Context: an optimization exercise on an open-source flow, tuned for small area and a short achievable clock period. The choices shown serve that exercise and are no tape-out recipe. No run shown here included a check of the RTL's function; only the layout flow was run. No activity file was given, so power comes from the tool's default toggle rates.

**design.v**
```verilog
module project3_frame(
  input        CLOCK_50,
  input        RESET_N,
  input  [3:0] KEY,
  output [6:0] HEX0,
  output [6:0] HEX1,
  output [9:0] LEDR,
  output [13:0] imem_addr,
  input  [31:0] imem_data,
  output [13:0] dmem_addr,
  output [31:0] dmem_wdata,
  output dmem_we,
  output dmem_re,
  input  [31:0] dmem_rdata
);
  wire clk = CLOCK_50;
  wire reset = !RESET_N;
  reg [31:0] pc;
  reg        take;         
  reg [31:0] tgt;
  reg        ab;           
  reg        fl_v;         
  reg [31:0] fl_inst;
  reg [31:0] fl_pcp;       
  reg [15:0] fl_oh1, fl_oh2;  
  reg        sb;           
  reg        d_isbr, d_isjmp, d_rd, d_wr, d_wreg;
  reg [3:0]  d_wregno;
  reg [31:0] d_r1;         
  reg [31:0] d_r2;         
  reg [31:0] d_b;          
  reg [31:0] d_y;          
  reg        d_fwd1, d_fwd2, d_fwdb;
  reg        d_sub;
  reg [1:0]  d_ct;         
  reg [3:0]  d_tt;         
  reg        d_ssum, d_scmp, d_sshr, d_sshl, d_sy;
  reg        m_rd, m_wr, m_wreg;
  reg [3:0]  m_wregno;
  reg [31:0] m_alu, m_r2;
  reg        w_hexwe, w_ledwe;
  reg [9:0]  w_data;
  reg [7:0]  hex;
  reg [9:0]  ledr;
  reg [31:0] regs [0:15];
  reg [15:0] rvalid;
  wire [31:0] inst_f = imem_data;
  wire f_isbj = (inst_f[31:29] == 3'b001);
  wire f_isbr = (inst_f[31:28] == 4'b0010);
  wire [31:0] pc_f = take ? tgt : pc;
  wire [31:0] pcplus = pc_f + 32'd4;
  assign imem_addr = pc_f[15:2];
  wire        br_cond;
  wire [31:0] jt;
  always @(posedge clk or posedge reset) begin
    if (reset) begin
      pc <= 32'h100;
      take <= 1'b0;
      ab <= 1'b0;
      fl_v <= 1'b0;
    end else begin
      if (!ab) pc <= pcplus;
      else if (d_isjmp) pc <= jt;
      else pc <= pc_f;
      take <= ab && d_isbr && br_cond;
      if (!ab) begin
        if (f_isbj) ab <= 1'b1;
      end else if (d_isbr || d_isjmp) begin
        ab <= f_isbr;
      end
      fl_v <= !(ab && !f_isbr);
    end
  end
  always @(posedge clk) begin
    tgt <= d_y;
    fl_inst <= inst_f;
    fl_pcp <= pcplus;
    fl_oh1 <= 16'd1 << inst_f[7:4];
    fl_oh2 <= 16'd1 << inst_f[3:0];
  end
  wire [31:0] inst = fl_inst;
  wire v = fl_v;
  wire [5:0] op1 = inst[31:26];
  wire [7:0] op2 = inst[25:18];
  wire [3:0] rd_f = inst[11:8];
  wire [3:0] rs = inst[7:4];
  wire [3:0] rt = inst[3:0];
  wire is_br_d  = v && (inst[31:28] == 4'b0010);
  wire is_jmp_d = v && (inst[31:28] == 4'b0011);
  wire is_lw_d  = v && (op1 == 6'b010010);
  wire is_sw_d  = v && (op1 == 6'b011010);
  wire alur_d   = !v || (op1 == 6'b000000);
  wire writes_rt = is_lw_d || (v && inst[31]) || is_jmp_d;
  wire wr_reg_d = writes_rt || alur_d;
  wire [3:0] wregno_d = writes_rt ? rt : (v ? rd_f : 4'd0);
  reg useimm_d, sub_d, ssum_d, scmp_d, sshr_d, sshl_d;
  reg [3:0] tt_d;
  always @* begin
    useimm_d = 1'b0;
    sub_d = 1'b0;
    ssum_d = 1'b0;
    scmp_d = 1'b0;
    sshr_d = 1'b0;
    sshl_d = 1'b0;
    tt_d = 4'b0000;
    if (v && op1 == 6'b000000) begin
      case (op2)
        8'b00001000, 8'b00001001, 8'b00001010, 8'b00001011: begin scmp_d = 1'b1; sub_d = 1'b1; end
        8'b00100000:  ssum_d = 1'b1;
        8'b00101000:  begin ssum_d = 1'b1; sub_d = 1'b1; end
        8'b00100100:  tt_d = 4'b1000;
        8'b00100101:   tt_d = 4'b1110;
        8'b00100110:  tt_d = 4'b0110;
        8'b00101100: tt_d = 4'b0111;
        8'b00101101:  tt_d = 4'b0001;
        8'b00101110: tt_d = 4'b1001;
        8'b00110000: sshr_d = 1'b1;
        8'b00110001: sshl_d = 1'b1;
        default: ;
      endcase
    end else if (v) begin
      case (op1)
        6'b010010, 6'b011010, 6'b100000: begin ssum_d = 1'b1; useimm_d = 1'b1; end
        6'b100100: begin tt_d = 4'b1000; useimm_d = 1'b1; end
        6'b100101:  begin tt_d = 4'b1110; useimm_d = 1'b1; end
        6'b100110: begin tt_d = 4'b0110; useimm_d = 1'b1; end
        default: ;
      endcase
      if (inst[31:28] == 4'b0010) sub_d = 1'b1;
    end
  end
  wire sy_d = v && (op1 == 6'b001100);
  wire hitk1 = m_wreg && (m_wregno == rs);
  wire hitk2 = m_wreg && (m_wregno == rt);
  wire [15:0] sel1 = rvalid & fl_oh1 & {16{!hitk1}};
  wire [15:0] sel2 = rvalid & fl_oh2 & {16{!hitk2}};
  reg [31:0] rv1, rv2;
  integer j;
  always @* begin
    rv1 = {32{hitk1}} & m_alu;
    rv2 = {32{hitk2}} & m_alu;
    for (j = 0; j < 16; j = j + 1) begin
      rv1 = rv1 | ({32{sel1[j]}} & regs[j]);
      rv2 = rv2 | ({32{sel2[j]}} & regs[j]);
    end
  end
  wire [31:0] simm_d = {{16{inst[23]}}, inst[23:8]};
  wire useb_imm = useimm_d || is_jmp_d;
  wire [31:0] immx_d = is_jmp_d ? {simm_d[29:0], 2'b00} : simm_d;
  wire [31:0] b_d = useb_imm ? immx_d : (sub_d ? ~rv2 : rv2);
  wire [31:0] y_d = fl_pcp + ((inst[31:28] == 4'b0010) ? {simm_d[29:0], 2'b00} : 32'd0);
  wire hitj1 = d_wreg && (d_wregno == rs);
  wire hitj2 = d_wreg && (d_wregno == rt);
  wire [31:0] rv1_rev;
  genvar gr;
  generate
    for (gr = 0; gr < 32; gr = gr + 1) begin : g_rev1
      assign rv1_rev[gr] = rv1[31 - gr];
    end
  endgenerate
  always @(posedge clk or posedge reset) begin
    if (reset) begin
      sb <= 1'b0;
      d_isbr <= 1'b0;
      d_isjmp <= 1'b0;
      d_rd <= 1'b0;
      d_wr <= 1'b0;
      d_wreg <= 1'b0;
    end else begin
      d_isbr <= !sb && is_br_d;
      d_isjmp <= !sb && is_jmp_d;
      d_rd <= !sb && is_lw_d;
      d_wr <= !sb && is_sw_d;
      d_wreg <= !sb && wr_reg_d;
      if (!sb) sb <= is_br_d || is_jmp_d;
      else if (d_isbr || d_isjmp) sb <= 1'b0;
    end
  end
  always @(posedge clk) begin
    d_wregno <= wregno_d;
    d_r1 <= sshl_d ? rv1_rev : rv1;
    d_r2 <= rv2;
    d_b <= b_d;
    d_y <= y_d;
    d_fwd1 <= hitj1;
    d_fwd2 <= hitj2;
    d_fwdb <= hitj2 && !useb_imm;
    d_sub <= sub_d;
    d_ct <= (inst[31:28] == 4'b0010) ? op1[1:0] : op2[1:0];
    d_tt <= tt_d;
    d_ssum <= ssum_d;
    d_scmp <= scmp_d;
    d_sshr <= sshr_d;
    d_sshl <= sshl_d;
    d_sy <= sy_d;
  end
  wire [31:0] r1 = d_fwd1 ? m_alu : d_r1;
  wire [31:0] r2 = d_fwd2 ? m_alu : d_r2;                 
  wire [31:0] b  = d_fwdb ? (m_alu ^ {32{d_sub}}) : d_b;   
  wire [32:0] sum_c = {r1, 1'b1} + {b, d_sub};
  wire [31:0] sum = sum_c[32:1];
  wire [31:0] xr = r1 ^ b;
  wire eq = &xr;                                           
  wire lt = $signed(r1) < $signed(~b);
  reg cmp;
  always @* begin
    case (d_ct)
      2'd0: cmp = eq;
      2'd1: cmp = lt;
      2'd2: cmp = lt | eq;
      default: cmp = !eq;
    endcase
  end
  wire big = |b[31:5];
  wire [31:0] m_alu_rev, shres_rev;
  wire [31:0] sh_in = d_fwd1 ? (d_sshl ? m_alu_rev : m_alu) : d_r1;
  wire [31:0] shres = sh_in >> b[4:0];
  genvar gs;
  generate
    for (gs = 0; gs < 32; gs = gs + 1) begin : g_rev2
      assign m_alu_rev[gs] = m_alu[31 - gs];
      assign shres_rev[gs] = shres[31 - gs];
    end
  endgenerate
  wire [31:0] shr = big ? 32'd0 : shres;
  wire [31:0] shl = big ? 32'd0 : shres_rev;
  wire [31:0] lut;
  genvar gi;
  generate
    for (gi = 0; gi < 32; gi = gi + 1) begin : g_lut
      assign lut[gi] = d_tt[{r1[gi], b[gi]}];
    end
  endgenerate
  wire [31:0] aluout = ({32{d_ssum}} & sum) | lut |
                       ({32{d_sshr}} & shr) | ({32{d_sshl}} & shl) |
                       ({32{d_sy}} & d_y) | {31'd0, d_scmp & cmp};
  assign br_cond = cmp;
  assign jt = sum;
  always @(posedge clk or posedge reset) begin
    if (reset) begin
      m_rd <= 1'b0;
      m_wr <= 1'b0;
      m_wreg <= 1'b0;
    end else begin
      m_rd <= d_rd;
      m_wr <= d_wr;
      m_wreg <= d_wreg;
    end
  end
  always @(posedge clk) begin
    m_wregno <= d_wregno;
    m_alu <= aluout;
    m_r2 <= r2;
  end
  assign dmem_addr = m_alu[15:2];
  assign dmem_wdata = m_r2;
  assign dmem_we = m_wr;
  assign dmem_re = m_rd;
  wire io_hi = (m_alu[31:8] == 24'hFFFFF0);
  wire [31:0] rdval = (io_hi && m_alu[7:0] == 8'h80) ? {28'd0, ~KEY} : dmem_rdata;
  wire [31:0] wbval = m_rd ? rdval : m_alu;
  integer k;
  always @(posedge clk) begin
    for (k = 0; k < 16; k = k + 1)
      if (m_wreg && m_wregno == k) regs[k] <= wbval;
  end
  always @(posedge clk or posedge reset) begin
    if (reset) begin
      rvalid <= 16'd0;
      w_hexwe <= 1'b0;
      w_ledwe <= 1'b0;
    end else begin
      if (m_wreg) rvalid[m_wregno] <= 1'b1;
      w_hexwe <= m_wr && io_hi && m_alu[7:0] == 8'h00;
      w_ledwe <= m_wr && io_hi && m_alu[7:0] == 8'h20;
    end
  end
  always @(posedge clk) begin
    w_data <= m_r2[9:0];
  end
  always @(posedge clk or posedge reset) begin
    if (reset) begin
      hex <= 8'hAD;
      ledr <= 10'd0;
    end else begin
      if (w_hexwe) hex <= w_data[7:0];
      if (w_ledwe) ledr <= w_data;
    end
  end
  assign HEX0 = {3'b000, hex[3:0]};
  assign HEX1 = {3'b000, hex[7:4]};
  assign LEDR = ledr;
endmodule
```
**run.sh**
```bash
#!/bin/bash
# synth_recipe.tcl (not shown) runs the flow's synth.tcl, then flattens the netlist and writes it again
# the make line also repeats each setting of config.mk as NAME=value (left out here)
make -C /OpenROAD-flow-scripts/flow DESIGN_CONFIG=/design/flow/config.mk WORK_HOME=/design/flow/orfs CLKGATE_MAP_FILE= SYNTH_SCRIPT=/design/flow/synth_recipe.tcl finish
```
**config.mk**
```make
export PLATFORM = sky130hd
export DESIGN_NAME = project3_frame
export DESIGN_NICKNAME = project3_frame
export VERILOG_FILES = /design/flow/design.v
export SDC_FILE = /design/flow/constraint.sdc
export NUM_CORES = 4
export LEC_CHECK = 0
export ABC_AREA = 1
export CAP_MARGIN = 20
export CORE_MARGIN = 2
export CORE_UTILIZATION = 50
export SETUP_SLACK_MARGIN = 4.5
export SLEW_MARGIN = 20
```
**constraint.sdc**
```tcl
create_clock -name core_clock -period 8.0 [get_ports {CLOCK_50}]
set_input_delay 1.6000 -clock core_clock [delete_from_list [all_inputs] [get_ports {CLOCK_50}]]
set_output_delay 1.6000 -clock core_clock [all_outputs]
set_load 0.01 [all_outputs]
```
==> results.toml, run 1 <==
[global_routing]
grt_overflow_total = 0
grt_max_degree = 64
grt_antenna_before_repair = 12
grt_pass1_wl_mm = 291
grt_pass1_vias = 40400
groute.usage.overall = 0.415

[route]
firstDrtPassIters = 9
via_count = 45000
ant_nets = 0
drc = 0
viasPerCell = 5.89
drt_iter0_drc = 6187
routedWlPerCell_um = 27.5
wirelength_mm = 210

[setup_path]
cp_slowest_cell = "inv_1"
cp_num_buf_inv = 4
worst_setup_path_end_kind = "flop"
critical_path_peak_fanout = 11
startpoint_type = "flop"
critical_path.max_stage_delay_ns = 0.54
path_class = "reg -> reg"
crit_chain = "inv_1, nand2_1, o21ai_0, inv_2, nand3_4, buf_4, inv_1, nand2_1, nand3_1, nor2_1, nand3_1, nand2_1, nand3_1, nand2_1"
data_required_time_at_the_worst_endpoint_ns = 8.53
cp_top_family = "simple AND/OR/NAND/NOR gates"
path_common_cell = "nand2_1"
timing.critical_path.arrival_ns = 4.02

[layout]
final_util = 0.578
post_layout_nonfiller_instances = 7630
area_delta_synth_final_pct = 14.2
post_route_cells_drive_above_1_share = 0.0865
finalNetCount = 6415
number_of_flip_flops_in_the_largest_register = 512
max_flop_register = "regs"

[timing]
min_period_ns = 3.49
setup_viol = 0
setup_total_negative_slack_ns = 0
grt_setup_unrepaired = "yes"
slew_headroom = 0.187
maxSlewViolCount = 0
timing.final.crit_share = 0.437
final_hold_viol_count = 0
finalClockSkew_ns = 0.0421
max_clock_freq_ghz = 0.286
timing_worst_slew_pin_value_ns = 1.21

[worst_hold_path]
hold_path_class = "reg -> reg"

[yosys]
synth.cell_area_mm2 = 0.0482
postSynthAreaPerCell_um2 = 7.85
synth_flop_cell = "edfxtp_1"
share_of_synthesized_flip_flops_with_an_asynchronous_set_or_reset = 0.0840
yosys_register_bits = 952
netlist_instances = 6144
synth-edff-count = 512
ys_types = 63
synth_sequential_area_ratio = 0.510
synth_warnings = 2

[pwr]
cellPowerDensity_mw_per_mm2 = 321
p_sw_frac = 0.396
netSwitchingPower_uw = 7000
p_comb_frac = 0.335
ir_worst_vdd_mv = 0.225
cellLeakagePower_uw = 0.0240
clock_power_share = 0.265
intPower_uw = 10700
seq_power_share = 0.400
total_power_uw = 17700

[placement]
place.detailed.instances = 7374
finalWeightedCongestion = 1.08
portBuffers = 149
post-dp-hpwl_mm = 146

[clock_network]
h-tree-depth = 3
cts.clk_slew.worst_paths_ns = 0.06
clock_latency_at_the_later_pin_of_the_worst_skew_pair_ns = 0.72
clock_tree.buffer_depth = 3
clock_sinks = 952
cts_root_buffer_type = "clkbuf_16"
cts_made_buffers = 102
cts_tree = "done"

[die]
die_h_um = 315
floorplan.core_area_mm2 = 0.0953
floorplan.die.width_um = 315
floorplan.rows = 113
start_util = 0.506
total_die_area_mm2 = 0.0990
io_count = 156

[status]
run_status = "complete, no violations"

[flow_run]
drv_cap = 0
==> path summary, 6_finish.rpt <==
check	start	to	slack (ns)	cells after the start
worst max-delay path	m_wregno[1]$_DFF_P_	d_b[1]$_DFF_P_	4.51	14
worst min-delay path	fl_pcp[0]$_DFF_P_	d_y[0]$_DFF_P_	0.33	0
worst max register to register	m_wregno[1]$_DFF_P_	d_b[1]$_DFF_P_	4.51	14
worst min register to register	fl_pcp[0]$_DFF_P_	d_y[0]$_DFF_P_	0.33	0
max in group asynchronous	RESET_N	m_wr$_DFF_PN0_	5.84	2
min in group asynchronous	RESET_N	ledr[3]$_DFFE_PN0P_	0.88	1
==> cell type report <==
type                       count  area, um2
inverter                     452       1800
multi-input combinational   4460      20900
sequential                   952      24600
clock inverter                35        345
fill                        8858      40200
tap                         1265       1580
timing repair buffer         301       2830
antenna                        5       12.5
timing repair inverter         3       30.0
clock buffer                 157       2960
==> synthesized netlist by cell type (3+ instances only) <==
cell type  count  share of area
nand4_1      100          0.013
dfstp_2        6         0.0033
nor4_1        17         0.0022
or2_2         32         0.0041
a21o_1         5        0.00078
a21oi_1      182          0.019
nand3_1      643          0.067
buf_2         89         0.0092
nand2_2       14         0.0018
mux2_2        20         0.0047
o21ai_0      265          0.027
dfxtp_1      360           0.15
xnor2_1       32         0.0058
nor3b_1        3        0.00047
o22ai_1       23         0.0030
nand3b_1       9         0.0014
ha_1          71          0.018
buf_1         13         0.0010
buf_4         59         0.0092
buf_6         22         0.0051
edfxtp_1     512           0.32
a221oi_1       5        0.00091
nor2_2         4        0.00052
nand2_1     2223           0.17
and2_1         5        0.00065
a31oi_1       13         0.0017
o21bai_1      21         0.0033
a22oi_1        3        0.00047
clkinv_1       3        0.00023
inv_1        429          0.033
clkbuf_1     105         0.0082
nor3_1        36         0.0037
dfrtp_1       74          0.038
or2_1          6        0.00078
xor2_1        49         0.0089
nor2_1       600          0.047
o21a_1         3        0.00047
inv_2         18         0.0014
o211ai_1      37         0.0058
==> routing by layer <==
layer	part of all wire	GRT usage
met3	0.10	0.0907
met5	0.000048	0
met4	0.081	0.287
met2	0.44	0.639
met1	0.37	0.520
==> through the flow <==
step / area, um2 / worst slack, ns / hold WS [ns]
2_1_floorplan: 48300 / 5.10 / 0.310
3_3_place_gp: 50700 / 3.83 / 0.318
3_5_place_dp: 50700 / 3.82 / 0.321
4_1_cts: 54500 / 4.32 / 0.335
5_1_grt: 55100 / 4.41 / 0.338
6_report: 55100 / 4.51 / 0.332
==> worst register-to-register path, cell delays in order, from the launching register on <==
cell and delay, ns:
dfxtp_1 0.49, inv_1 0.18, nand2_1 0.10, o21ai_0 0.10, inv_2 0.20, nand3_4 0.20, buf_4 0.23, inv_1 0.54
nand2_1 0.42, nand3_1 0.19, nor2_1 0.07, nand3_1 0.10, nand2_1 0.06, nand3_1 0.24, nand2_1 0.19
==> repair_timing <==
item | CTS | global route
setup endpoints to repair | 216 | 301
buffers inserted | 21 | 29
gates resized for setup | 134 | 100
gates cloned | 6 | 2
pin swaps | 6 | 5
hold buffers | 0 | 0
==> cell families after synthesis <==
group / synth area share
AO/OA/AOI/OAI: 0.0656
XOR/XNOR: 0.0147
adder cells (fa/ha/maj): 0.0192
buffers and inverters: 0.0680
flip-flops: 0.510
multiplexers: 0.00467
other: 0.0000777
AND/OR/NAND/NOR: 0.318
==> power groups by stage <==
stage	Sequential [uW]	Clock (uW)	Combinational (uW)
5_1_grt	7110	4900	6280
3_3_place_gp	7120	0	5460
4_1_cts	7030	4710	5570
2_1_floorplan	6760	0	3240
6_report	7070	4690	5920
3_5_place_dp	7120	0	5460
==> layout by cell type (no fill, tap or decap), types with 20 or more instances in the layout <==
master,synthesis,layout
nand2_1,2223,2206
nand3_1,643,640
nor2_1,600,577
edfxtp_1,512,512
inv_1,429,410
dfxtp_1,360,342
o21ai_0,265,236
a21oi_1,182,172
clkdlybuf4s50_1,0,132
buf_4,59,130
clkbuf_16,0,106
nand4_1,100,100
dfrtp_1,74,71
ha_1,71,60
xor2_1,49,48
o211ai_1,37,37
clkbuf_1,105,37
nor3_1,36,33
or2_2,32,32
xnor2_1,32,32
o21ai_1,1,24
nor2_4,2,23
o22ai_1,23,23
o21bai_1,21,21
mux2_2,20,20
==> inputs of run 2 (changes only) <==
--- a/config.mk
+++ b/config.mk
@@ -5,7 +5,6 @@
 export SDC_FILE = /design/flow/constraint.sdc
 export NUM_CORES = 4
 export LEC_CHECK = 0
-export ABC_AREA = 1
 export CAP_MARGIN = 20
 export CORE_MARGIN = 2
 export CORE_UTILIZATION = 50
==> run 2 against run 1 <==
Compared with the run above: clock power rose by 2%; non-clock buffer count increased by 89; die area decreased by 6.6%; worst hold slack got worse by 0.0049 ns; combinational power up 4.2%; largest power group unchanged; highest routed layer unchanged.
==> results.toml, run 2 <==
[timing]
max_clock_freq_ghz = 0.278
maxSlewViolCount = 0
layout_setup_ws_ns = 4.40
timing_worst_slew_pin_value_ns = 1.15
slew_headroom = 0.235
timing.final.crit_share = 0.450
min_period_ns = 3.60
finalClockSkew_ns = 0.0257
grt_setup_unrepaired = "yes"
setup_viol = 0
final_hold_viol_count = 0
setup_total_negative_slack_ns = 0

[route]
drt_iter0_drc = 6061
routedWlPerCell_um = 34.0
drc = 0
via_count = 37400
wirelength_mm = 184
firstDrtPassIters = 10
viasPerCell = 6.89
ant_nets = 0

[yosys]
netlist_instances = 3987
synth-edff-count = 512
synth_flop_cell = "edfxtp_1"
yosys_register_bits = 952
yosys_top_cell_area_share = 0.342
post-synth-top-count-cell = "edfxtp_1"
synth_warnings = 2
synthTopCellsByArea = "edfxtp_1, dfxtp_1, a22oi_1"
share_of_synthesized_flip_flops_with_an_asynchronous_set_or_reset = 0.0840
synth_sequential_area_ratio = 0.546
postSynthAreaPerCell_um2 = 11.3
ys_types = 99
synthDominantAreaCellType = "edfxtp_1"
synth.cell_area_mm2 = 0.0450
yosys-top-cells-count = "edfxtp_1, dfxtp_1, a22oi_1, nand2_1, nor2_1"

[global_routing]
grt_antenna_before_repair = 4
groute.usage.overall = 0.384
grt_max_degree = 63
grt_pass1_wl_mm = 257
grt_overflow_total = 0
grt_pass1_vias = 35600

[setup_path]
startpoint_type = "flop"
timing.critical_path.arrival_ns = 4.19
data_required_time_at_the_worst_endpoint_ns = 8.59
worst_setup_path_end_kind = "flop"
path_class = "reg -> reg"
critical_path_peak_fanout = 12

[placement]
post-dp-hpwl_mm = 112
finalWeightedCongestion = 0.990
dpl_worst_slack_ns = 2.62
placement.cell_area_mm2 = 0.0475
place.detailed.instances = 5102
portBuffers = 149

[pwr]
seq_power_share = 0.381
cellLeakagePower_uw = 0.0196
intPower_uw = 11100
p_comb_frac = 0.349
ir_worst_vdd_mv = 0.187
cellPowerDensity_mw_per_mm2 = 330
p_sw_frac = 0.370
netSwitchingPower_uw = 6540
clock_power_share = 0.270

[layout]
mostFrequentLayoutCells = "edfxtp_1, dfxtp_1, a22oi_1"
area_delta_synth_final_pct = 18.8
post_layout_nonfiller_instances = 5425
post-route-cell-area_mm2 = 0.0535
post_route_cells_drive_above_1_share = 0.204
mostFrequentLayoutCell = "edfxtp_1"
finalNetCount = 4299
number_of_flip_flops_in_the_largest_register = 512
max_flop_register = "regs"

[die]
floorplan.rows = 110
total_die_area_mm2 = 0.0924
die_h_um = 304
floorplan.die.width_um = 304
io_count = 156
floorplan.core_area_mm2 = 0.0896
start_util = 0.502

[clock_network]
clock_tree.buffer_depth = 3
cts_root_buffer_type = "clkbuf_16"
clock_sinks = 952
cts.clk_slew.worst_paths_ns = 0.07
h-tree-depth = 3
cts_tree = "done"
cts_made_buffers = 102
clock_latency_at_the_later_pin_of_the_worst_skew_pair_ns = 0.70
hold_buffers = 0

[status]
run_status = "complete, no violations"

[worst_hold_path]
hold_path_class = "reg -> reg"

[flow_run]
drv_cap = 0
==> run 2: worst paths after layout <==
path	start	cells past startpoint	slack (ns)	end
setup reg to reg	d_sub$_DFF_P_	10	4.40	m_alu[27]$_DFF_P_
setup / recovery	d_sub$_DFF_P_	10	4.40	m_alu[27]$_DFF_P_
hold reg to reg	fl_pcp[0]$_DFF_P_	0	0.33	d_y[0]$_DFF_P_
min in group asynchronous	RESET_N	1	0.81	rvalid[0]$_DFFE_PN0P_
hold / removal	fl_pcp[0]$_DFF_P_	0	0.33	d_y[0]$_DFF_P_
max in group asynchronous	RESET_N	2	5.96	take$_DFF_PN0_
==> run 2: what timing repair did <==
item / CTS / global route
buffers inserted: 59 / 54
gates cloned: 8 / 5
resized for setup: 250 / 136
setup endpoints to repair: 319 / 106
endpoints found under the hold margin: 0 / 0
pin swaps: 23 / 47
==> run 2: layer usage <==
metal	GRT usage	part of all wire
met1	0.503	0.37
met3	0.0901	0.12
met2	0.585	0.44
met5	0.00775	0.00015
met4	0.219	0.067
==> run 2: per-stage QoR <==
stage	hold WS [ns]	util	total power, uW
2_1_floorplan	0.310	-	9950
3_3_place_gp	0.311	0.531	12000
3_5_place_dp	0.314	0.531	12000
4_1_cts	0.327	0.584	17000
5_1_grt	0.339	0.597	18200
6_report	0.327	0.597	17700
==> run 2: area by class of cell <==
| type | count | area (um2) |
|---|---|---|
| tap | 1176 | 1470 |
| clock inverter | 50 | 448 |
| inverter | 98 | 392 |
| sequential | 952 | 24700 |
| timing repair inverter | 1 | 5.00 |
| timing repair buffer | 390 | 3760 |
| antenna | 3 | 7.51 |
| fill | 7346 | 36100 |
| clock buffer | 144 | 2940 |
| multi-input combinational | 2611 | 19800 |
==> run 2: critical path, stage by stage, from the launching register on <==
cell	delay, ns
dfxtp_4	0.37
buf_12	0.16
xor2_2	0.18
mux2i_4	0.28
buf_4	0.22
clkbuf_16	0.17
mux2_2	0.34
o21ai_0	0.32
a2bb2oi_1	0.85
o221ai_1	0.38
a21o_1	0.24
==> run 2: logic make-up after synthesis <==
group / Yosys count / share of synthesized area
fa+ha+maj: 73 / 0.0206
compound gates: 1164 / 0.189
flops: 952 / 0.546
xor+xnor: 167 / 0.0325
mux: 267 / 0.0640
other cells: 1 / 0.0000833
buf+inv: 430 / 0.0447
simple gates: 933 / 0.103
==> run 2: power groups by stage <==
stage               Combinational [uW]  Clock (uW)  Sequential [uW]
floorplan                         3520           0             6430
global placement                  5220           0             6760
detailed placement                5230           0             6760
CTS                               5550        4800             6680
global route                      6440        5000             6780
finish                            6170        4770             6720
==> inputs of run 3 (changes only) <==
--- a/design.v
+++ b/design.v
@@ -30,7 +30,6 @@
   reg [31:0] d_r2;         
   reg [31:0] d_b;          
   reg [31:0] d_y;          
-  reg        d_fwd1, d_fwd2, d_fwdb;
   reg        d_sub;
   reg [1:0]  d_ct;         
   reg [3:0]  d_tt;         
@@ -48,10 +47,13 @@
   wire f_isbj = (inst_f[31:29] == 3'b001);
   wire f_isbr = (inst_f[31:28] == 4'b0010);
   wire [31:0] pc_f = take ? tgt : pc;
-  wire [31:0] pcplus = pc_f + 32'd4;
+  wire [31:0] pc4 = pc + 32'd4;
+  wire [31:0] tgt4 = tgt + 32'd4;
+  wire [31:0] pcplus = take ? tgt4 : pc4;
   assign imem_addr = pc_f[15:2];
   wire        br_cond;
   wire [31:0] jt;
+  wire [31:0] aluout;
   always @(posedge clk or posedge reset) begin
     if (reset) begin
       pc <= 32'h100;
@@ -151,13 +153,17 @@
   wire [31:0] y_d = fl_pcp + ((inst[31:28] == 4'b0010) ? {simm_d[29:0], 2'b00} : 32'd0);
   wire hitj1 = d_wreg && (d_wregno == rs);
   wire hitj2 = d_wreg && (d_wregno == rt);
-  wire [31:0] rv1_rev;
+  wire [31:0] rv1_rev, alu_rev;
   genvar gr;
   generate
     for (gr = 0; gr < 32; gr = gr + 1) begin : g_rev1
       assign rv1_rev[gr] = rv1[31 - gr];
+      assign alu_rev[gr] = aluout[31 - gr];
     end
   endgenerate
+  wire [31:0] r1_d = hitj1 ? (sshl_d ? alu_rev : aluout) : (sshl_d ? rv1_rev : rv1);
+  wire [31:0] r2_d = hitj2 ? aluout : rv2;
+  wire [31:0] bb_d = (hitj2 && !useb_imm) ? (aluout ^ {32{sub_d}}) : b_d;
   always @(posedge clk or posedge reset) begin
     if (reset) begin
       sb <= 1'b0;
@@ -178,13 +184,10 @@
   end
   always @(posedge clk) begin
     d_wregno <= wregno_d;
-    d_r1 <= sshl_d ? rv1_rev : rv1;
-    d_r2 <= rv2;
-    d_b <= b_d;
+    d_r1 <= r1_d;
+    d_r2 <= r2_d;
+    d_b <= bb_d;
     d_y <= y_d;
-    d_fwd1 <= hitj1;
-    d_fwd2 <= hitj2;
-    d_fwdb <= hitj2 && !useb_imm;
     d_sub <= sub_d;
     d_ct <= (inst[31:28] == 4'b0010) ? op1[1:0] : op2[1:0];
     d_tt <= tt_d;
@@ -194,9 +197,9 @@
     d_sshl <= sshl_d;
     d_sy <= sy_d;
   end
-  wire [31:0] r1 = d_fwd1 ? m_alu : d_r1;
-  wire [31:0] r2 = d_fwd2 ? m_alu : d_r2;                 
-  wire [31:0] b  = d_fwdb ? (m_alu ^ {32{d_sub}}) : d_b;   
+  wire [31:0] r1 = d_r1;
+  wire [31:0] r2 = d_r2;                                   
+  wire [31:0] b  = d_b;                                    
   wire [32:0] sum_c = {r1, 1'b1} + {b, d_sub};
   wire [31:0] sum = sum_c[32:1];
   wire [31:0] xr = r1 ^ b;
@@ -212,13 +215,11 @@
     endcase
   end
   wire big = |b[31:5];
-  wire [31:0] m_alu_rev, shres_rev;
-  wire [31:0] sh_in = d_fwd1 ? (d_sshl ? m_alu_rev : m_alu) : d_r1;
-  wire [31:0] shres = sh_in >> b[4:0];
+  wire [31:0] shres_rev;
+  wire [31:0] shres = r1 >> b[4:0];
   genvar gs;
   generate
     for (gs = 0; gs < 32; gs = gs + 1) begin : g_rev2
-      assign m_alu_rev[gs] = m_alu[31 - gs];
       assign shres_rev[gs] = shres[31 - gs];
     end
   endgenerate
@@ -231,7 +232,7 @@
       assign lut[gi] = d_tt[{r1[gi], b[gi]}];
     end
   endgenerate
-  wire [31:0] aluout = ({32{d_ssum}} & sum) | lut |
+  assign aluout = ({32{d_ssum}} & sum) | lut |
                        ({32{d_sshr}} & shr) | ({32{d_sshl}} & shl) |
                        ({32{d_sy}} & d_y) | {31'd0, d_scmp & cmp};
   assign br_cond = cmp;
--- a/config.mk
+++ b/config.mk
@@ -5,6 +5,7 @@
 export SDC_FILE = /design/flow/constraint.sdc
 export NUM_CORES = 4
 export LEC_CHECK = 0
+export ABC_AREA = 1
 export CAP_MARGIN = 20
 export CORE_MARGIN = 2
 export CORE_UTILIZATION = 50
==> run 3 against run 2 <==
Compared with the run above: clock skew grew 0.033 ns; cell count increased by 37%; largest cell class unchanged; still clean; sequential power up 8.0%; critical endpoint is now d_r1[1]$_DFF_P_; area after synthesis is 5.6% higher; global-route usage increased by 4.9 points.
==> results.toml, run 3 <==
[setup_path]
cp_top_family = "compound AO/OA/AOI/OAI gates"
startpoint_type = "flop"
cp_num_buf_inv = 0
crit-reg2reg-launch = "d_r1[19]$_DFF_P_"
reg2reg_capture_point = "d_r1[1]$_DFF_P_"
cp_slowest_cell = "dfxtp_1"
worst_setup_path_end_kind = "flop"
timing.reg2reg.setup_slack_ns = 4.48
path_class = "reg -> reg"
crit_chain = "ha_1, a21oi_1, o21ai_0, a21o_1, a21oi_1, nand3_1, nand3_1, nand2_1, nand2_1, o21ai_0, nand2_1, nand2_1"
data_required_time_at_the_worst_endpoint_ns = 8.48
path_common_cell = "nand2_1"
critical_path_peak_fanout = 5
critical_path.max_stage_delay_ns = 0.60
timing.critical_path.arrival_ns = 4.01
reg2reg_depth = 12

[pwr]
p_sw_frac = 0.394
intPower_uw = 10700
cellLeakagePower_uw = 0.0231
cellPowerDensity_mw_per_mm2 = 321
seq_power_share = 0.412
p_comb_frac = 0.307
clock_power_share = 0.280
netSwitchingPower_uw = 6940
ir_worst_vdd_mv = 0.248

[timing]
min_period_ns = 3.52
max_clock_freq_ghz = 0.284
timing_worst_slew_pin_value_ns = 1.15
finalClockSkew_ns = 0.0583
maxSlewViolCount = 0
setup_total_negative_slack_ns = 0
final_hold_viol_count = 0
hold_slack_ns = 0.326
setup_viol = 0
slew_headroom = 0.229
timing.final.crit_share = 0.440
grt_setup_unrepaired = "yes"

[die]
io_count = 156
floorplan.core_area_mm2 = 0.0946
die_h_um = 312
start_util = 0.503
total_die_area_mm2 = 0.0976
floorplan.rows = 113
floorplan.die.width_um = 312

[flow_run]
drv_cap = 0

[global_routing]
grt_antenna_before_repair = 12
groute.usage.overall = 0.433
grt_pass1_vias = 41800
grt_overflow_total = 0
grt_max_degree = 85
grt_pass1_wl_mm = 300

[layout]
post-route-cell-area_mm2 = 0.0548
post_route_cells_drive_above_1_share = 0.0832
post_layout_nonfiller_instances = 7446
finalNetCount = 6232
mostFrequentLayoutCells = "nand2_1, nand3_1, nor2_1"
layout.filler_cells = 8597
number_of_flip_flops_in_the_largest_register = 512
max_flop_register = "regs"
area_delta_synth_final_pct = 15.3
mostFrequentLayoutCell = "nand2_1"

[yosys]
synth_warnings = 2
synth.cell_area_mm2 = 0.0475
synth-edff-count = 512
synth_sequential_area_ratio = 0.516
yosys_top_cell_area_share = 0.323
ys_types = 62
synthTopCellsByArea = "edfxtp_1, nand2_1, dfxtp_1"
yosys_register_bits = 949
post-synth-top-count-cell = "nand2_1"
postSynthAreaPerCell_um2 = 8.00
synth_flop_cell = "edfxtp_1"
yosys-top-cells-count = "nand2_1, nand3_1, nor2_1, edfxtp_1, inv_1"
netlist_instances = 5942
share_of_synthesized_flip_flops_with_an_asynchronous_set_or_reset = 0.0843
synthDominantAreaCellType = "edfxtp_1"

[placement]
finalWeightedCongestion = 1.04
placement.cell_area_mm2 = 0.0503
place.detailed.instances = 7203
post-dp-hpwl_mm = 152
portBuffers = 149

[clock_network]
h-tree-depth = 3
clock_tree.buffer_depth = 3
cts.clk_slew.worst_paths_ns = 0.07
clock_sinks = 949
cts_tree = "done"
cts_root_buffer_type = "clkbuf_16"
clock_latency_at_the_later_pin_of_the_worst_skew_pair_ns = 0.73
cts_made_buffers = 101

[worst_hold_path]
holdPathStages = 0
hold_path_class = "reg -> reg"
hold_start = "d_r2[24]$_DFF_P_"
holdPathEnd = "m_r2[24]$_DFF_P_"

[route]
routedWlPerCell_um = 29.2
wirelength_mm = 217
via_count = 45800
viasPerCell = 6.15
ant_nets = 0
firstDrtPassIters = 7
drt_iter0_drc = 7396
drc = 0

[status]
run_status = "complete, no violations"
## run 3: cell types whose count changed in the layout (fill, tap and decap cells not counted), sizes merged, moves of 134 or more
cell / delta
nand2: +1697
nand3: +594
inv: +356
nor2: +346
a22oi: -248
a221oi: -140
o21ai: +134
## run 3: layer usage
layer,GRT usage,wire (um)
met1,0.544,78300
met2,0.652,93000
met3,0.112,26700
met4,0.302,19200
met5,0,41
## run 3: repair_timing
item | CTS | global route
hold buffers | 0 | 0
resized for setup | 138 | 85
setup endpoints to repair | 146 | 118
setup buffers | 23 | 17
pin swaps | 10 | 7
gates cloned | 7 | 1
## run 3: logic make-up (layout without fill, tap and decap cells)
family                   count (synthesis)  count (layout)  synth area share
AO/OA/AOI/OAI                          633             633            0.0773
buffers and inverters                  728             954            0.0633
AND/OR/NAND/NOR                       3467            3470             0.306
adder cells (fa/ha/maj)                 73              73            0.0195
XOR/XNOR                                72              72            0.0133
other                                    1              11         0.0000789
flip-flops                             949             949             0.516
multiplexers                            19              19           0.00447
## run 3: worst max path at each step
stage	start	end	slack, ns	depth (start not counted)
floorplan	fl_inst[31]$_DFF_P_	d_y[29]$_DFF_P_	4.91	20
global placement	m_wregno[0]$_DFF_P_	d_r1[2]$_DFF_P_	3.58	13
detailed placement	m_wregno[0]$_DFF_P_	d_r1[2]$_DFF_P_	3.65	13
CTS	take$_DFF_PN0_	imem_addr[0]	4.27	6
global route	m_wregno[0]$_DFF_P_	d_b[17]$_DFF_P_	4.46	17
finish	d_r1[19]$_DFF_P_	d_r1[1]$_DFF_P_	4.48	12
## run 3: cell type report
type / count / area [um2] / share of cell area
tap: 1265 / 1580 / 0.0289
clock buffer: 137 / 2760 / 0.0504
multi-input combinational: 4273 / 20500 / 0.374
clock inverter: 53 / 693 / 0.0126
sequential: 949 / 24600 / 0.448
antenna: 5 / 12.5 / 0.000228
timing repair buffer: 294 / 2790 / 0.0509
timing repair inverter: 2 / 23.8 / 0.000434
inverter: 468 / 1870 / 0.0342
## run 3: power groups by stage
| stage | sequential, uW | clock (uW) | combinational (uW) |
|---|---|---|---|
| after floorplan | 6740 | 0 | 2920 |
| after global placement | 7280 | 0 | 5060 |
| after detailed placement | 7270 | 0 | 5050 |
| after CTS | 7190 | 4930 | 5140 |
| after global routing | 7260 | 5110 | 5710 |
| final | 7260 | 4940 | 5410 |
## run 3: metrics by stage
stage               power, uW  setup WS [ns]   util
floorplan                9670           4.91      -
global placement        12300           3.58  0.532
detailed placement      12300           3.65  0.532
CTS                     17300           4.27  0.575
global route            18100           4.46  0.579
finish                  17600           4.48  0.580
==> inputs of run 4 (changes only) <==
--- a/config.mk
+++ b/config.mk
@@ -5,7 +5,6 @@
 export SDC_FILE = /design/flow/constraint.sdc
 export NUM_CORES = 4
 export LEC_CHECK = 0
-export ABC_AREA = 1
 export CAP_MARGIN = 20
 export CORE_MARGIN = 2
 export CORE_UTILIZATION = 50
==> run 4 against run 3 <==
Compared with the run above: global-route usage fell by 0.40 points; non-clock buffer count rose by 82; combinational power rose by 26%; worst setup slack got worse by 0.11 ns; register-to-register slack got worse by 0.09 ns; die area fell by 8.3%; first-iteration DRC count fell by 4.8%; wire length fell by 9.1%; design area fell by 2.5%; largest cell class unchanged; largest power group unchanged; highest routed layer unchanged.
==> results.toml, run 4 <==
[worst_hold_path]
holdPathEnd = "m_r2[20]$_DFF_P_"
hold_path_class = "reg -> reg"
hold_start = "d_r2[20]$_DFF_P_"
holdPathStages = 0

[die]
floorplan.rows = 108
floorplan.die.width_um = 299
total_die_area_mm2 = 0.0895
io_count = 156
floorplan.core_area_mm2 = 0.0866
die_h_um = 299
start_util = 0.503

[yosys]
yosys_register_bits = 949
synthDominantAreaCellType = "edfxtp_1"
synthTopCellsByArea = "edfxtp_1, dfxtp_1, a22oi_1"
synth_flop_cell = "edfxtp_1"
yosys_top_cell_area_share = 0.353
ys_types = 102
synth.cell_area_mm2 = 0.0436
synth_warnings = 2
synth-edff-count = 512
synth_sequential_area_ratio = 0.563
postSynthAreaPerCell_um2 = 11.6
post-synth-top-count-cell = "edfxtp_1"
yosys-top-cells-count = "edfxtp_1, dfxtp_1, a22oi_1, nand2_1, nor2_1"
netlist_instances = 3750
share_of_synthesized_flip_flops_with_an_asynchronous_set_or_reset = 0.0843

[setup_path]
timing.reg2reg.setup_slack_ns = 4.39
reg2reg_depth = 10
timing.critical_path.arrival_ns = 2.03
startpoint_type = "flop"
path_class = "reg -> out"
reg2reg_capture_point = "d_b[6]$_DFF_P_"
data_required_time_at_the_worst_endpoint_ns = 6.40
crit-reg2reg-launch = "d_b[19]$_DFF_P_"
worst_setup_path_end_kind = "output port"
critical_path_peak_fanout = 5

[placement]
post-dp-hpwl_mm = 124
finalWeightedCongestion = 1.06
place.detailed.instances = 4895
portBuffers = 149

[clock_network]
clock_sinks = 949
cts_root_buffer_type = "clkbuf_16"
hold_buffers = 0
clock_tree.buffer_depth = 3
clock_latency_at_the_later_pin_of_the_worst_skew_pair_ns = 0.72
cts.clk_slew.worst_paths_ns = 0.06
h-tree-depth = 3
cts_made_buffers = 101
cts_tree = "done"

[global_routing]
groute.usage.overall = 0.429
grt_pass1_vias = 37100
grt_max_degree = 57
grt_overflow_total = 0
grt_pass1_wl_mm = 273
grt_antenna_before_repair = 13

[route]
drt_iter0_drc = 7040
drc = 0
wl_met1_mm = 67.5
viasPerCell = 7.27
firstDrtPassIters = 10
ant_nets = 0
met3WireLength_mm = 25.6
routedWlPerCell_um = 37.8
wirelength_mm = 197
met2_length_mm = 86.3
via_count = 37900
topRoutingLayerUsed = "met5"

[layout]
post_route_cells_drive_above_1_share = 0.217
mostFrequentLayoutCell = "edfxtp_1"
area_delta_synth_final_pct = 22.8
max_flop_register = "regs"
post_layout_nonfiller_instances = 5217
finalNetCount = 4115
number_of_flip_flops_in_the_largest_register = 512
mostFrequentLayoutCells = "edfxtp_1, dfxtp_1, a22oi_1"

[status]
run_status = "complete, no violations"

[timing]
timing.final.crit_share = 0.454
max_clock_freq_ghz = 0.275
setup_total_negative_slack_ns = 0
maxSlewViolCount = 0
final_hold_viol_count = 0
setup_viol = 0
finalClockSkew_ns = 0.0589
slew_headroom = 0.130
min_period_ns = 3.63
timing_worst_slew_pin_value_ns = 1.28
grt_setup_unrepaired = "yes"

[pwr]
cellPowerDensity_mw_per_mm2 = 355
ir_worst_vdd_mv = 0.200
cellLeakagePower_uw = 0.0192

[flow_run]
drv_cap = 0
-- run 4: cell count changes in the layout (fill, tap and decap cells not counted), sizes merged, moves of 55 or more --
cell | previous run | this run
a22oi | 14 | 289
nor2 | 582 | 214
a221oi | 10 | 142
nand3 | 722 | 129
o21ai | 260 | 77
o211ai | 75 | 20
nand4 | 134 | 63
mux2i | 1 | 94
buf | 152 | 232
a222oi | 0 | 65
nand2 | 1938 | 223
inv | 456 | 135
a22o | 3 | 69
-- run 4: worst max-delay path, cell delays in order, from the launching register on --
cell and delay (ns):
dfrtp_2 0.46, buf_12 0.15, buf_16 0.13, buf_4 0.13, buf_12 0.13, mux2i_4 0.17, inv_1 0.05, buf_2 0.13
-- run 4: power by group --
| group | internal, uW | switching, uW |
|---|---|---|
| sequential | 6080 | 973 |
| clock | 3000 | 2080 |
| combinational | 2540 | 4290 |
-- run 4: through the flow --
step | hold WS (ns) | worst slack [ns] | instance area, um2 | utilization | total power, uW
after floorplan | 0.310 | 4.52 | 43600 | - | 9880
after global placement | 0.314 | 2.81 | 46600 | 0.537 | 12500
after detailed placement | 0.314 | 2.86 | 46600 | 0.538 | 12500
after CTS | 0.328 | 4.32 | 52200 | 0.602 | 18200
after global routing | 0.338 | 4.33 | 53500 | 0.617 | 19400
final | 0.324 | 4.37 | 53500 | 0.617 | 19000
-- run 4: layout make-up --
| cell class | count | area [um2] |
|---|---|---|
| tap | 1155 | 1450 |
| clock inverter | 50 | 643 |
| antenna | 1 | 2.50 |
| clock buffer | 142 | 3040 |
| multi-input combinational | 2411 | 19600 |
| fill | 6746 | 33100 |
| timing repair buffer | 376 | 3650 |
| inverter | 133 | 508 |
| sequential | 949 | 24600 |
-- run 4: routing by layer --
metal | track usage | up-vias
li1 | - | 15100
met1 | 0.521 | 18400
met2 | 0.654 | 3405
met3 | 0.127 | 1024
met4 | 0.305 | 16
met5 | 0 | -
-- run 4: repair_timing --
item / 4_1_cts / 5_1_grt
pin swaps: 44 / 47
endpoints found under the hold margin: 0 / 0
endpoints found under the setup margin: 189 / 160
gates cloned: 5 / 3
setup buffers: 82 / 36
gates resized for setup: 294 / 205
-- run 4: kinds of logic (layout without fill, tap and decap cells) --
| group | count (synthesis) | after routing | synth area share |
|---|---|---|---|
| AO/OA/AOI/OAI | 1156 | 1156 | 0.200 |
| buffers and inverters | 395 | 701 | 0.0383 |
| other | 1 | 7 | 0.0000861 |
| AND/OR/NAND/NOR | 866 | 866 | 0.0971 |
| multiplexers | 174 | 174 | 0.0529 |
| adder cells (fa/ha/maj) | 74 | 74 | 0.0215 |
| flip-flops | 949 | 949 | 0.563 |
| XOR/XNOR | 135 | 135 | 0.0271 |
-- run 4: worst max path at each step --
stage / slack (ns) / endpoint / cells past startpoint / from
final: 4.37 / imem_addr[5] / 7 / take$_DFF_PN0_
after global routing: 4.33 / imem_addr[3] / 7 / take$_DFF_PN0_
after CTS: 4.32 / imem_addr[12] / 7 / take$_DFF_PN0_
after detailed placement: 2.86 / d_r1[9]$_DFF_P_ / 12 / d_b[0]$_DFF_P_
after global placement: 2.81 / d_r1[6]$_DFF_P_ / 12 / d_b[0]$_DFF_P_
after floorplan: 4.52 / d_y[31]$_DFF_P_ / 16 / fl_inst[29]$_DFF_P_
==> inputs of run 5 (changes only) <==
--- a/design.v
+++ b/design.v
@@ -23,6 +23,8 @@
   reg [31:0] fl_inst;
   reg [31:0] fl_pcp;       
   reg [15:0] fl_oh1, fl_oh2;  
+  reg        fl_hitj1, fl_hitj2;  
+  reg        fl_hitk1, fl_hitk2;  
   reg        sb;           
   reg        d_isbr, d_isjmp, d_rd, d_wr, d_wreg;
   reg [3:0]  d_wregno;
@@ -79,6 +81,10 @@
     fl_pcp <= pcplus;
     fl_oh1 <= 16'd1 << inst_f[7:4];
     fl_oh2 <= 16'd1 << inst_f[3:0];
+    fl_hitj1 <= wreg_next && (wregno_d == inst_f[7:4]);
+    fl_hitj2 <= wreg_next && (wregno_d == inst_f[3:0]);
+    fl_hitk1 <= d_wreg && (d_wregno == inst_f[7:4]);
+    fl_hitk2 <= d_wreg && (d_wregno == inst_f[3:0]);
   end
   wire [31:0] inst = fl_inst;
   wire v = fl_v;
@@ -132,8 +138,9 @@
     end
   end
   wire sy_d = v && (op1 == 6'b001100);
-  wire hitk1 = m_wreg && (m_wregno == rs);
-  wire hitk2 = m_wreg && (m_wregno == rt);
+  wire hitk1 = fl_hitk1;    
+  wire hitk2 = fl_hitk2;    
+  wire wreg_next = !sb && wr_reg_d;    
   wire [15:0] sel1 = rvalid & fl_oh1 & {16{!hitk1}};
   wire [15:0] sel2 = rvalid & fl_oh2 & {16{!hitk2}};
   reg [31:0] rv1, rv2;
@@ -150,9 +157,10 @@
   wire useb_imm = useimm_d || is_jmp_d;
   wire [31:0] immx_d = is_jmp_d ? {simm_d[29:0], 2'b00} : simm_d;
   wire [31:0] b_d = useb_imm ? immx_d : (sub_d ? ~rv2 : rv2);
-  wire [31:0] y_d = fl_pcp + ((inst[31:28] == 4'b0010) ? {simm_d[29:0], 2'b00} : 32'd0);
-  wire hitj1 = d_wreg && (d_wregno == rs);
-  wire hitj2 = d_wreg && (d_wregno == rt);
+  wire [31:0] bt_d = fl_pcp + {simm_d[29:0], 2'b00};
+  wire [31:0] y_d = (inst[31:28] == 4'b0010) ? bt_d : fl_pcp;
+  wire hitj1 = fl_hitj1;    
+  wire hitj2 = fl_hitj2;    
   wire [31:0] rv1_rev, alu_rev;
   genvar gr;
   generate
@@ -177,7 +185,7 @@
       d_isjmp <= !sb && is_jmp_d;
       d_rd <= !sb && is_lw_d;
       d_wr <= !sb && is_sw_d;
-      d_wreg <= !sb && wr_reg_d;
+      d_wreg <= wreg_next;
       if (!sb) sb <= is_br_d || is_jmp_d;
       else if (d_isbr || d_isjmp) sb <= 1'b0;
     end
==> run 5 against run 4 <==
Compared with the run above: global-route usage is 0.20 points lower; die area is 1.6% higher; worst setup slack better by 0.054 ns; still clean; largest cell class unchanged.
==> results.toml, run 5 <==
[setup_path]
startpoint_type = "flop"
cp_slowest_cell = "a21oi_1"
path_common_cell = "a21oi_1"
data_required_time_at_the_worst_endpoint_ns = 8.55
worst_setup_path_end_kind = "flop"
timing.critical_path.arrival_ns = 4.13
path_class = "reg -> reg"
critical_path_peak_fanout = 7
critical_path.max_stage_delay_ns = 0.78
cp_top_family = "compound AO/OA/AOI/OAI gates"
crit_chain = "nor4_1, and4_1, nand2_1, a21oi_1, a21oi_1, o31ai_4, o22a_2, xnor2_1, a21oi_1"
crit-reg2reg-launch = "d_b[30]$_DFF_P_"
cp_num_buf_inv = 0
critPathLaunch = "d_b[30]$_DFF_P_"

[die]
floorplan.rows = 109
io_count = 156
start_util = 0.503
floorplan.core_area_mm2 = 0.0881
die_h_um = 302
floorplan.die.width_um = 302
total_die_area_mm2 = 0.0910

[timing]
grt_setup_unrepaired = "yes"
finalClockSkew_ns = 0.0619
setup_total_negative_slack_ns = 0
setup_viol = 0
timing.final.crit_share = 0.447
min_period_ns = 3.58
final_hold_viol_count = 0
max_clock_freq_ghz = 0.279
slew_headroom = 0.204
timing_worst_slew_pin_value_ns = 1.19
maxSlewViolCount = 0

[placement]
portBuffers = 149
post-dp-hpwl_mm = 124
finalWeightedCongestion = 1.04

[yosys]
netlist_instances = 3859
share_of_synthesized_flip_flops_with_an_asynchronous_set_or_reset = 0.0843
synth_sequential_area_ratio = 0.554
synthTopCellsByArea = "edfxtp_1, dfxtp_1, a22oi_1"
synth.cell_area_mm2 = 0.0443
synth_flop_cell = "edfxtp_1"
post-synth-top-count-cell = "edfxtp_1"
ys_types = 91
yosys_top_cell_area_share = 0.347
synthDominantAreaCellType = "edfxtp_1"
yosys_register_bits = 949
postSynthAreaPerCell_um2 = 11.5
synth_warnings = 2
yosys-top-cells-count = "edfxtp_1, dfxtp_1, nand2_1, a22oi_1, clkbuf_1"
synth-edff-count = 512

[route]
wirelength_mm = 199
drt_iter0_drc = 7042
via_count = 37900
viasPerCell = 7.25
drc = 0
routedWlPerCell_um = 38.1
firstDrtPassIters = 11
ant_nets = 0

[global_routing]
groute.usage.overall = 0.427
grt_pass1_wl_mm = 273
grt_max_degree = 59
grt_antenna_before_repair = 7
grt_pass1_vias = 36300
grt_overflow_total = 0

[pwr]
netSwitchingPower_uw = 7460
p_comb_frac = 0.358
intPower_uw = 11300
ir_worst_vdd_mv = 0.277
p_sw_frac = 0.397
cellLeakagePower_uw = 0.0186
clock_power_share = 0.244
cellPowerDensity_mw_per_mm2 = 365
seq_power_share = 0.399

[layout]
layout.filler_cells = 7297
finalNetCount = 4109
area_delta_synth_final_pct = 16.1
final_util = 0.584
max_flop_register = "regs"
post_route_cells_drive_above_1_share = 0.158
multiInputGateArea_mm2 = 0.0189
mostFrequentLayoutCells = "edfxtp_1, dfxtp_1, nand2_1"
area.sequential_mm2 = 0.0246
number_of_flip_flops_in_the_largest_register = 512
mostFrequentLayoutCell = "edfxtp_1"

[clock_network]
clock_tree.buffer_depth = 3
hold_buffers = 0
h-tree-depth = 3
cts_tree = "done"
clock_latency_at_the_later_pin_of_the_worst_skew_pair_ns = 0.71
cts.clk_slew.worst_paths_ns = 0.06
clock_sinks = 949
cts_made_buffers = 100
cts_root_buffer_type = "clkbuf_16"

[worst_hold_path]
hold_start = "d_r2[15]$_DFF_P_"
hold_path_class = "reg -> reg"

[flow_run]
drv_cap = 0

[status]
run_status = "complete, no violations"
[run 5: kinds of logic after synthesis]
kind of cell	after synthesis	synth area share
compound gates	1171	0.199
other cells	1	0.0000847
xor+xnor	134	0.0265
mux	162	0.0549
fa+ha+maj	73	0.0210
buf+inv	397	0.0387
simple gates	972	0.106
flops	949	0.554
[run 5: area by class of cell]
type / count / share of cell area
Clock inverter: 42 / 0.00761
Sequential cell: 949 / 0.479
Clock buffer: 146 / 0.0556
Inverter: 100 / 0.00742
Tap cell: 1165 / 0.0283
Timing Repair Buffer: 297 / 0.0549
Antenna cell: 9 / 0.000438
Multi-Input combinational cell: 2518 / 0.367
[run 5: through the flow]
stage                     hold WS (ns)  setup WS (ns)  instance area [um2]  instances  total power, uW
after floorplan                  0.310           4.46                44300       3864            10700
after global placement           0.312           3.62                46800       4971            13400
after detailed placement         0.314           3.61                46800       4972            13400
after CTS                        0.326           4.30                50700       5181            18200
after global routing             0.335           4.33                51400       5222            19300
final                            0.324           4.42                51400       5226            18800
[run 5: final timing paths]
| check | end | slack (ns) | depth (start not counted) |
|---|---|---|---|
| setup / recovery | d_b[15]$_DFF_P_ | 4.42 | 9 |
| hold / removal | m_r2[15]$_DFF_P_ | 0.32 | 0 |
| hold reg to reg | m_r2[15]$_DFF_P_ | 0.32 | 0 |
| setup reg to reg | d_b[15]$_DFF_P_ | 4.42 | 9 |
| min in group asynchronous | rvalid[9]$_DFFE_PN0P_ | 0.91 | 1 |
| max in group asynchronous | m_rd$_DFF_PN0_ | 5.94 | 2 |
[run 5: routing by layer]
| layer | global-route usage | wire length (um) | vias to the layer above |
|---|---|---|---|
| li1 | - | - | 15400 |
| met1 | 0.527 | 69200 | 18400 |
| met2 | 0.642 | 86600 | 3241 |
| met3 | 0.127 | 26300 | 833 |
| met4 | 0.299 | 17000 | 4 |
| met5 | 0 | 32 | - |
[run 5: worst register-to-register path, cell delays in order, from the launching register on]
cell	delay, ns
dfxtp_1	0.41
nor4_1	0.53
and4_1	0.33
nand2_1	0.34
a21oi_1	0.78
a21oi_1	0.26
o31ai_4	0.20
o22a_2	0.33
xnor2_1	0.17
a21oi_1	0.10
[run 5: repair_timing]
item | CTS | global route
resized for setup | 126 | 142
endpoints found under the setup margin | 209 | 129
endpoints found under the hold margin | 0 | 0
pin swaps | 9 | 12
cloned | 3 | 4
buffers inserted | 18 | 28
[run 5: power groups by stage]
stage / registers (uW) / logic (uW) / clock network (uW)
floorplan: 6820 / 3870 / 0
global placement: 7420 / 5980 / 0
detailed placement: 7430 / 6010 / 0
CTS: 7370 / 6230 / 4600
global route: 7500 / 7010 / 4800
finish: 7490 / 6720 / 4580
==> inputs of run 6 (changes only) <==
--- a/config.mk
+++ b/config.mk
@@ -5,6 +5,7 @@
 export SDC_FILE = /design/flow/constraint.sdc
 export NUM_CORES = 4
 export LEC_CHECK = 0
+export ABC_AREA = 1
 export CAP_MARGIN = 20
 export CORE_MARGIN = 2
 export CORE_UTILIZATION = 50
==> run 6 against run 5 <==
Compared with the run above: highest routed layer unchanged; worst setup slack improved by 0.016 ns; core utilization decreased by 0.051 points; total power decreased by 3.7%; die area grew 5.2%; area after synthesis increased by 5.2%; critical path type unchanged; design area up 4.4%; still clean; critical endpoint is now d_r2[12]$_DFF_P_; sequential share of layout area down 2.2 points; worst hold slack about the same.
==> results.toml, run 6 <==
[yosys]
synthTopCellsByArea = "edfxtp_1, dfxtp_1, nand2_1"
synth-edff-count = 512
postSynthAreaPerCell_um2 = 8.57
synth_flop_cell = "edfxtp_1"
yosys.area_share.adder = 0.0199
synthDominantAreaCellType = "edfxtp_1"
synth_warnings = 2
yosys_register_bits = 949
synth-simple-area-share = 0.231
synth_sequential_area_ratio = 0.526
netlist_instances = 5435
synthXorXnorAreaFrac = 0.0155
share_of_synthesized_flip_flops_with_an_asynchronous_set_or_reset = 0.0843
ys_types = 76
synth_compound_area_frac = 0.136
yosys-top-cells-count = "nand2_1, edfxtp_1, inv_1, nand3_1, dfxtp_1"
largest_family_of_logic_cells_by_synthesized_area = "simple AND/OR/NAND/NOR gates"
post-synth-top-count-cell = "nand2_1"
synth.cell_area_mm2 = 0.0466
muxShareOfSynthArea = 0.00502
yosys_top_cell_area_share = 0.330

[clock_network]
clock_sinks = 949
cts_tree = "done"
hold_buffers = 0
cts_made_buffers = 100
cts.clk_slew.worst_paths_ns = 0.06
clock_tree.buffer_depth = 3
cts_root_buffer_type = "clkbuf_16"
clock_latency_at_the_later_pin_of_the_worst_skew_pair_ns = 0.71
h-tree-depth = 3

[setup_path]
path_class = "reg -> reg"
cp_top_family = "simple AND/OR/NAND/NOR gates"
critical_path_peak_fanout = 19
critical_path.max_stage_delay_ns = 0.87
timing.critical_path.arrival_ns = 4.11
worst_setup_path_end_kind = "flop"
data_required_time_at_the_worst_endpoint_ns = 8.54
startpoint_type = "flop"
crit_chain = "inv_4, nand3_2, inv_2, nand2_1, o2111ai_1, nor2_1, nand2_1, nor2_1, a31oi_1"
cp_num_buf_inv = 2
cp_slowest_cell = "inv_2"

[route]
wirelength_mm = 205
viasPerCell = 6.16
ant_nets = 0
drt_iter0_drc = 5478
routedWlPerCell_um = 29.6
drc = 0
firstDrtPassIters = 7
via_count = 42600

[timing]
setup_total_negative_slack_ns = 0
final_hold_viol_count = 0
maxSlewViolCount = 0
setup_viol = 0
timing_worst_slew_pin_value_ns = 1.29
timing.final.crit_share = 0.445
max_clock_freq_ghz = 0.281
finalClockSkew_ns = 0.0290
min_period_ns = 3.56
grt_setup_unrepaired = "no"
slew_headroom = 0.117

[pwr]
cellPowerDensity_mw_per_mm2 = 337
cellLeakagePower_uw = 0.0220
ir_worst_vdd_mv = 0.258

[layout]
area_delta_synth_final_pct = 15.2
finalNetCount = 5728
number_of_flip_flops_in_the_largest_register = 512
mostFrequentLayoutCell = "nand2_1"
max_flop_register = "regs"
post_layout_nonfiller_instances = 6920
mostFrequentLayoutCells = "nand2_1, edfxtp_1, inv_1"
post_route_cells_drive_above_1_share = 0.0945

[global_routing]
groute.usage.overall = 0.423
grt_overflow_total = 0
grt_pass1_wl_mm = 286
grt_pass1_vias = 39700
grt_max_degree = 66
grt_antenna_before_repair = 5

[worst_hold_path]
hold_path_class = "reg -> reg"

[placement]
finalWeightedCongestion = 1.04
portBuffers = 149
post-dp-hpwl_mm = 142
place.detailed.instances = 6698

[die]
start_util = 0.506
floorplan.core_area_mm2 = 0.0921
floorplan.die.width_um = 309
io_count = 156
floorplan.rows = 111
total_die_area_mm2 = 0.0957
die_h_um = 309

[flow_run]
drv_cap = 0

[status]
run_status = "complete, no violations"
-- run 6: changes by cell type in the layout (fill, tap and decap cells not counted), moves of 88 or more --
cell,previous run,this run
nand2_1,303,1500
inv_1,90,457
nand3_1,134,447
a22oi_1,258,20
o21ai_0,107,338
a221oi_1,140,32
nor2_1,199,304
a21oi_1,105,193
-- run 6: layer usage --
layer | GRT usage | up-vias | routed length, um
li1 | - | 18900 | -
met1 | 0.528 | 20100 | 75400
met2 | 0.646 | 2789 | 89300
met3 | 0.0882 | 710 | 21400
met4 | 0.327 | 2 | 18600
met5 | 0 | - | 13
-- run 6: layout make-up --
type	instances	area (um2)
sequential	949	24600
clock buffer	135	2850
antenna	6	15.0
timing repair buffer	292	2600
timing repair inverter	1	7.51
tap	1243	1560
clock inverter	53	704
multi-input combinational	3743	19500
inverter	498	1940
fill	8295	38400
-- run 6: per-stage QoR --
stage               setup slack [ns]  hold slack, ns   util  instance area (um2)  power, uW
finish                          4.44           0.324  0.583                53700      18100
global route                    4.50           0.331  0.583                53700      18700
CTS                             4.41           0.324  0.580                53400      17800
detailed placement              3.42           0.312  0.538                49500      12800
global placement                3.57           0.310  0.538                49500      12800
floorplan                       5.42           0.310      -                46600      10100
-- run 6: what timing repair did --
action | in CTS | in global routing
setup buffers | 12 | 13
gates resized for setup | 89 | 63
endpoints found under the setup margin | 122 | 87
pin swaps | 3 | 2
gates cloned | 3 | 0
-- run 6: kinds of logic (layout without fill, tap and decap cells) --
group           after synthesis  in the layout
simple gates               2531           2531
compound gates             1031           1031
flops                       949            949
buf+inv                     748            979
xor+xnor                     81             81
fa+ha+maj                    73             73
mux                          21             21
other cells                   1             12
-- run 6: worst paths after layout --
kind	depth (start not counted)	to	from	slack, ns
min	0	m_r2[16]$_DFF_P_	d_r2[16]$_DFF_P_	0.32
min in group asynchronous	1	ledr[3]$_DFFE_PN0P_	RESET_N	0.93
min reg2reg	0	m_r2[16]$_DFF_P_	d_r2[16]$_DFF_P_	0.32
max	9	d_r2[12]$_DFF_P_	fl_hitk2$_DFF_P_	4.44
max in group asynchronous	2	m_rd$_DFF_PN0_	RESET_N	5.92
max reg2reg	9	d_r2[12]$_DFF_P_	fl_hitk2$_DFF_P_	4.44
-- run 6: report_power, final --
part / switching (uW) / internal, uW / leakage, uW
sequential: 962 / 6310 / 0.00868
clock: 2060 / 2970 / 0.00173
combinational: 4080 / 1700 / 0.0116

-- separate check: timing with driven ports --
No port has a modelled driver above. Below, the same layouts with a new extraction and two added sets of constraints. Step 1 sets driving cells, clkbuf_16 on the clock port and buf_2 on the other inputs (assumed; they add their load-dependent delay and slew). Step 2 adds t to the input delays and takes it off the output delays; t is the mean of the earliest and latest rising clock arrival at the registers after step 1. Input paths then give back, and output paths get back, about the clock's delay inside the block. Slacks: no drivers / after step 1 / after step 2; pairs: no drivers / after step 1.
| run | shift t [ns] | slack for setup (ns) | cell pins on the clock port's net |
|---|---|---|---|
| run 1 | 0.776 | 4.506 / 4.447 / 4.506 | 1 |
| run 2 | 0.756 | 4.400 / 4.344 / 4.400 | 1 |
| run 3 | 0.772 | 4.476 / 4.431 / 4.476 | 1 |
| run 4 | 0.767 | 4.367 / 4.293 / 4.389 | 1 |
| run 5 | 0.760 | 4.421 / 4.351 / 4.421 | 1 |
| run 6 | 0.774 | 4.437 / 4.437 / 4.080 | 1 |
After both steps setup and hold are still met in every run listed. The setup slack of run 6, which loses most, moves by 0.000 ns with the drivers and by -0.357 ns with both steps.
